Context: an optimization exercise on an open-source flow, tuned for a short achievable clock period and few clock cycles. The choices shown serve that exercise and are no tape-out recipe. The RTL was checked by simulation tests, not by an equivalence proof against the original design.

==> flow/design.v <==
module regfile(
		input [31:0] wa_oh, input [31:0] wa_data,
		input [31:0] wb_oh, input [31:0] wb_data,
		input [31:0] r0_oh, output logic [31:0] r0_data,
		input [31:0] r1_oh, output logic [31:0] r1_data,
		output [31:0] ra_data,
		input clk, reset);
	parameter [31:0] sp_init = 0;
	parameter [31:0] ra_init = 0;
	logic [31:1][31:0] data;
	genvar i;
	generate
		for (i = 1; i < 32; i = i + 1) begin : g_reg
			if (i == 29 || i == 31) begin : g_rst
				always @(posedge clk or posedge reset)
					if (reset) data[i] <= (i == 29) ? sp_init : ra_init;
					else if (wa_oh[i]) data[i] <= wa_data;
					else if (wb_oh[i]) data[i] <= wb_data;
			end else begin : g_nrst
				always @(posedge clk)
					if (wa_oh[i]) data[i] <= wa_data;
					else if (wb_oh[i]) data[i] <= wb_data;
			end
		end
	endgenerate
	always_comb begin
		r0_data = 32'h0;
		r1_data = 32'h0;
		for (int k = 1; k < 32; k = k + 1) begin
			r0_data = r0_data | ({32{r0_oh[k]}} & data[k]);
			r1_data = r1_data | ({32{r1_oh[k]}} & data[k]);
		end
	end
	assign ra_data = data[31];
endmodule
module mips(
	input clk, reset,
	output [31:0] instr_addr,
	input [31:0] instr_in,
	output logic [31:0] data_addr,
	input [31:0] data_in,
	output logic [31:0] data_out,
	output data_rd_wr);
	parameter [31:0] pc_init = 32'h80020000;
	parameter [31:0] sp_init = 32'h80120000;
	parameter [31:0] ra_init = 0;
	function automatic [31:0] onehot(input [4:0] n);
		onehot = 32'h1 << n;
		onehot[0] = 1'b0;
	endfunction
	function automatic [31:0] ks_add(input [31:0] x, input [31:0] y);
		logic [31:0] g, p, gg, pp, gn, pn;
		g = x & y;
		p = x ^ y;
		gg = g;
		pp = p;
		for (int d = 1; d < 32; d = d * 2) begin
			gn = gg;
			pn = pp;
			for (int i = d; i < 32; i = i + 1) begin
				gn[i] = gg[i] | (pp[i] & gg[i - d]);
				pn[i] = pp[i] & pp[i - d];
			end
			gg = gn;
			pp = pn;
		end
		ks_add = p ^ {gg[30:0], 1'b0};
	endfunction
	logic [31:0] pc_fn, pc_o, pc_i;
	logic pf_t, i_v, ib_full;
	logic [31:0] ib_ir;
	logic btb_v;
	logic [31:0] btb_pc, btb_tgt;
	assign instr_addr = pc_o;
	wire [31:0] pc_f = ~pc_fn;
	wire hit_f = btb_v && (pc_f == btb_pc);
	wire [31:0] pred = hit_f ? btb_tgt : pc_f + 32'd4;
	logic r_v, pt_r;
	logic [31:0] ir_r, pc_r, nxt_r;
	logic [31:0] ra_oh_r, rb_oh_r;
	wire [31:0] iw = ib_full ? ib_ir : instr_in;
	wire [5:0] d_op = ir_r[31:26];
	wire [5:0] d_fn = ir_r[5:0];
	wire d_addiu = d_op == 6'h09;
	wire d_lw = d_op == 6'h23;
	wire d_sw = d_op == 6'h2B;
	wire d_addu = d_op == 6'h00 && d_fn == 6'h21;
	wire d_jr = d_op == 6'h00 && d_fn == 6'h08;
	wire [4:0] d_rs = ir_r[25:21];
	wire [4:0] d_rt = ir_r[20:16];
	wire d_use_rs = d_addiu | d_addu | d_lw | d_sw;
	wire d_use_rt = d_addu | d_sw;
	wire [31:0] d_rs_oh = d_use_rs ? onehot(d_rs) : 32'h0;
	wire [31:0] d_rt_oh = d_addu ? onehot(d_rt) : 32'h0;
	wire [31:0] d_st_oh = d_sw ? onehot(d_rt) : 32'h0;
	wire [31:0] d_ra_oh = ra_oh_r;
	wire [31:0] d_rb_oh = rb_oh_r;
	wire [31:0] d_imm = {{16{ir_r[15]}}, ir_r[15:0]};
	wire [31:0] d_wa_oh = d_addiu ? onehot(d_rt) : d_addu ? onehot(ir_r[15:11]) : 32'h0;
	wire [31:0] d_ld_oh = d_lw ? onehot(d_rt) : 32'h0;
	logic x_v, stall_q;
	logic [31:0] rs_oh_x, rt_oh_x, st_oh_x, wa_oh_x, ld_oh_x;
	logic [31:0] a_q, b_q, s_q, ra_q;
	logic fa_x, fb_x, fs_x, fra_x;
	logic lw_x, sw_x, jr_x, pt_x;
	logic [31:0] pc_x, nxt_x;
	logic [31:0] res_qn;
	wire [31:0] res_q = ~res_qn;
	logic [31:0] wa_q, wb_q, din_q;
	logic st_q;
	logic [31:0] ld_m_oh, ld_w_oh;
	assign data_rd_wr = ~st_q;
	logic [4:0] ld_n_x, ld_n_m;
	wire [31:0] a_rd, b_rd, ra_rd;
	wire stall, commit;
	wire [31:0] a_v = fa_x ? res_q : a_q;
	wire [31:0] b_v = fb_x ? res_q : b_q;
	wire [31:0] s_v = fs_x ? res_q : s_q;
	wire [31:0] ra_v = fra_x ? res_q : ra_q;
	wire [31:0] sum = ks_add(a_v, b_v);
	regfile #(.sp_init(sp_init), .ra_init(ra_init)) regs(
		.wa_oh(wa_q), .wa_data(res_q),
		.wb_oh(wb_q), .wb_data(din_q),
		.r0_oh(d_ra_oh), .r0_data(a_rd),
		.r1_oh(d_rb_oh), .r1_data(b_rd),
		.ra_data(ra_rd),
		.clk(clk), .reset(reset));
	wire [31:0] x_wr = wa_oh_x & {32{commit}};
	wire [31:0] a_nx = |(wa_q & d_ra_oh) ? res_q : |(ld_w_oh & d_ra_oh) ? data_in :
	                   |(wb_q & d_ra_oh) ? din_q : a_rd;
	wire [31:0] s_nx = |(wa_q & d_rb_oh) ? res_q : |(ld_w_oh & d_rb_oh) ? data_in :
	                   |(wb_q & d_rb_oh) ? din_q : b_rd;
	wire [31:0] b_nx = d_addu ? s_nx : d_imm;
	wire [31:0] ra_nx = wa_q[31] ? res_q : ld_w_oh[31] ? data_in : wb_q[31] ? din_q : ra_rd;
	wire [4:0] ldm_nx = x_v ? ld_n_x : 5'd0;
	wire [4:0] ldw_nx = |(ld_m_oh & ~(wa_oh_x & {32{x_v}})) ? ld_n_m : 5'd0;
	wire stall_adv = (ldm_nx != 0) & ((d_use_rs & d_rs == ldm_nx) | (d_use_rt & d_rt == ldm_nx) |
	                                  (d_jr & ldm_nx == 5'd31)) |
	                 (ldw_nx != 0) & ((d_use_rs & d_rs == ldw_nx) | (d_addu & d_rt == ldw_nx));
	wire stall_hold = |(ld_m_oh & (rs_oh_x | rt_oh_x));
	wire stall_nx = stall ? stall_hold : stall_adv;
	assign stall = x_v & stall_q;
	logic chk_p;
	logic [31:0] chk_d, chk_n;
	wire late_mis = chk_p & (chk_d != chk_n);
	assign commit = x_v & ~stall_q & ~late_mis;
	wire [31:0] st_val = |(ld_w_oh & st_oh_x) ? data_in : s_v;
	wire [31:0] r31_val = ld_w_oh[31] ? data_in : ra_v;
	wire jr_neq = ld_w_oh[31] ? data_in[9:2] != nxt_x[9:2] : ra_v != nxt_x;
	wire jr_mis = commit & jr_x & jr_neq;
	wire pt_bad = commit & pt_x & ~jr_x;
	wire redirect = late_mis | jr_mis | pt_bad;
	wire [31:0] target = late_mis ? chk_d : jr_x ? r31_val : pc_x + 32'd4;
	wire [31:0] pc_nx = redirect ? target : stall ? pc_f : pred;
	always @(posedge clk or posedge reset) begin
		if (reset) begin
			pc_fn <= ~pc_init;
			pc_o <= pc_init;
			pf_t <= 0;
			i_v <= 0;
			ib_full <= 0;
			r_v <= 0;
			x_v <= 0;
			stall_q <= 0;
			chk_p <= 0;
			btb_v <= 0;
			st_q <= 0;
			ld_m_oh <= 0;
			ld_w_oh <= 0;
			wa_q <= 0;
			wb_q <= 0;
		end else begin
			pc_fn <= ~pc_nx;
			pc_o <= pc_nx;
			stall_q <= stall_nx;
			chk_p <= commit & jr_x & ld_w_oh[31] & ~jr_neq;
			if (redirect) begin
				pf_t <= 0;
				i_v <= 0;
				ib_full <= 0;
				r_v <= 0;
				x_v <= 0;
			end else if (stall) begin
				if (!ib_full) ib_full <= i_v;
			end else begin
				pf_t <= hit_f;
				i_v <= 1;
				ib_full <= 0;
				r_v <= i_v;
				x_v <= r_v;
			end
			if (commit & jr_x) btb_v <= 1;
			st_q <= commit & sw_x;
			ld_m_oh <= commit ? ld_oh_x : 32'h0;
			ld_w_oh <= ld_m_oh & ~(wa_oh_x & {32{commit}});
			wa_q <= x_wr;
			wb_q <= ld_w_oh;
		end
	end
	always @(posedge clk) begin
		if (stall) begin
			if (!ib_full) ib_ir <= instr_in;
			a_q <= |(ld_w_oh & rs_oh_x) ? data_in : a_v;
			b_q <= |(ld_w_oh & rt_oh_x) ? data_in : b_v;
			s_q <= |(ld_w_oh & st_oh_x) ? data_in : s_v;
			fa_x <= 0;
			fb_x <= 0;
			fs_x <= 0;
			fra_x <= 0;
			ra_q <= ld_w_oh[31] ? data_in : ra_v;
		end else begin
			pc_i <= pc_f;
			ir_r <= iw;
			ra_oh_r <= onehot(iw[25:21]);
			rb_oh_r <= onehot(iw[20:16]);
			pc_r <= pc_i;
			nxt_r <= pc_f;
			pt_r <= pf_t;
			rs_oh_x <= d_rs_oh;
			rt_oh_x <= d_rt_oh;
			st_oh_x <= d_st_oh;
			wa_oh_x <= d_wa_oh;
			ld_oh_x <= d_ld_oh;
			ld_n_x <= d_lw ? d_rt : 5'd0;
			a_q <= a_nx;
			b_q <= b_nx;
			s_q <= s_nx;
			fa_x <= |(x_wr & d_ra_oh);
			fb_x <= d_addu & |(x_wr & d_rb_oh);
			fs_x <= |(x_wr & d_rb_oh);
			fra_x <= x_wr[31];
			ra_q <= ra_nx;
			lw_x <= d_lw;
			sw_x <= d_sw;
			jr_x <= d_jr;
			pt_x <= pt_r;
			pc_x <= pc_r;
			nxt_x <= nxt_r;
		end
		if (commit & jr_x) begin
			btb_pc <= pc_x;
			btb_tgt <= r31_val;
		end
		res_qn <= ~sum;
		chk_d <= data_in;
		din_q <= data_in;
		chk_n <= nxt_x;
		ld_n_m <= ld_n_x;
		data_addr <= sum;
		data_out <= st_val;
	end
endmodule
export LEC_CHECK = 0
export ABC_CLOCK_PERIOD_IN_PS = 1200
export CAP_MARGIN = 20
export CELL_PAD_IN_SITES_DETAIL_PLACEMENT = 1
export CELL_PAD_IN_SITES_GLOBAL_PLACEMENT = 1
export CORE_MARGIN = 2
export CORE_UTILIZATION = 30
export PLACE_DENSITY = 0.5
export SLEW_MARGIN = 20
create_clock -name core_clock -period 10.0 [get_ports {clk}]
standard.sh (not shown) runs the stock make flow with config.mk's settings and CLKGATE_MAP_FILE= SYNTH_SCRIPT=/design/flow/synth_recipe.tcl, a recipe that flattens the netlist after the stock synthesis.
==> flow/flow/run.sh <==
#!/bin/bash
set -euo pipefail
bash standard.sh SETUP_SLACK_MARGIN=6.8 TNS_END_PERCENT=30 MATCH_CELL_FOOTPRINT=0 \
  "BUFFER_PORTS_ARGS=-buffer_cell sky130_fd_sc_hd__buf_4" finish > standard_flow.log 2>&1
Testbench counts at the start, summed over its fixed seeds: cycles 11,908.
Edit:
==> flow/flow/run.sh (replaced) <==
#!/bin/bash
set -euo pipefail
bash standard.sh SETUP_SLACK_MARGIN=6.6 TNS_END_PERCENT=20 MATCH_CELL_FOOTPRINT=0 \
  "BUFFER_PORTS_ARGS=-buffer_cell sky130_fd_sc_hd__buf_4" finish > standard_flow.log 2>&1
Effect: The new run ran to the end with no violations. Design area went down slightly. Synthesized cell count is unchanged. Sequential cell count is unchanged. Register-to-register slack is worse by 0.16 ns.

-- what the ideal ports hide --
No port has a modelled driver above. Below, the same layouts with a new extraction and two added sets of constraints. Step 1 sets driving cells, clkbuf_16 on the clock port and buf_2 on the other inputs (assumed; they add their load-dependent delay and slew). Step 2 also shifts input and output timing later by t, the mid clock arrival at the registers, as if the neighbouring blocks saw the same clock. Slacks: ideal / step 1 / step 2; pairs: ideal / step 1.
run | t, ns | slack for setup (ns) | worst setup path at the end | slew at the worst register clock pin (ns) | pins driven straight from the clock port
the first run | 1.032 | 6.372 / 6.264 / 5.515 | input to register | 0.07 / 0.07 | 1
the second run | 1.034 | 6.305 / 6.266 / 5.501 | input to register | 0.07 / 0.07 | 1
After both steps setup and hold are still met in every run listed. For the first run, which loses most, drivers alone change the setup slack by -0.108 ns; drivers and shift together by -0.857 ns.
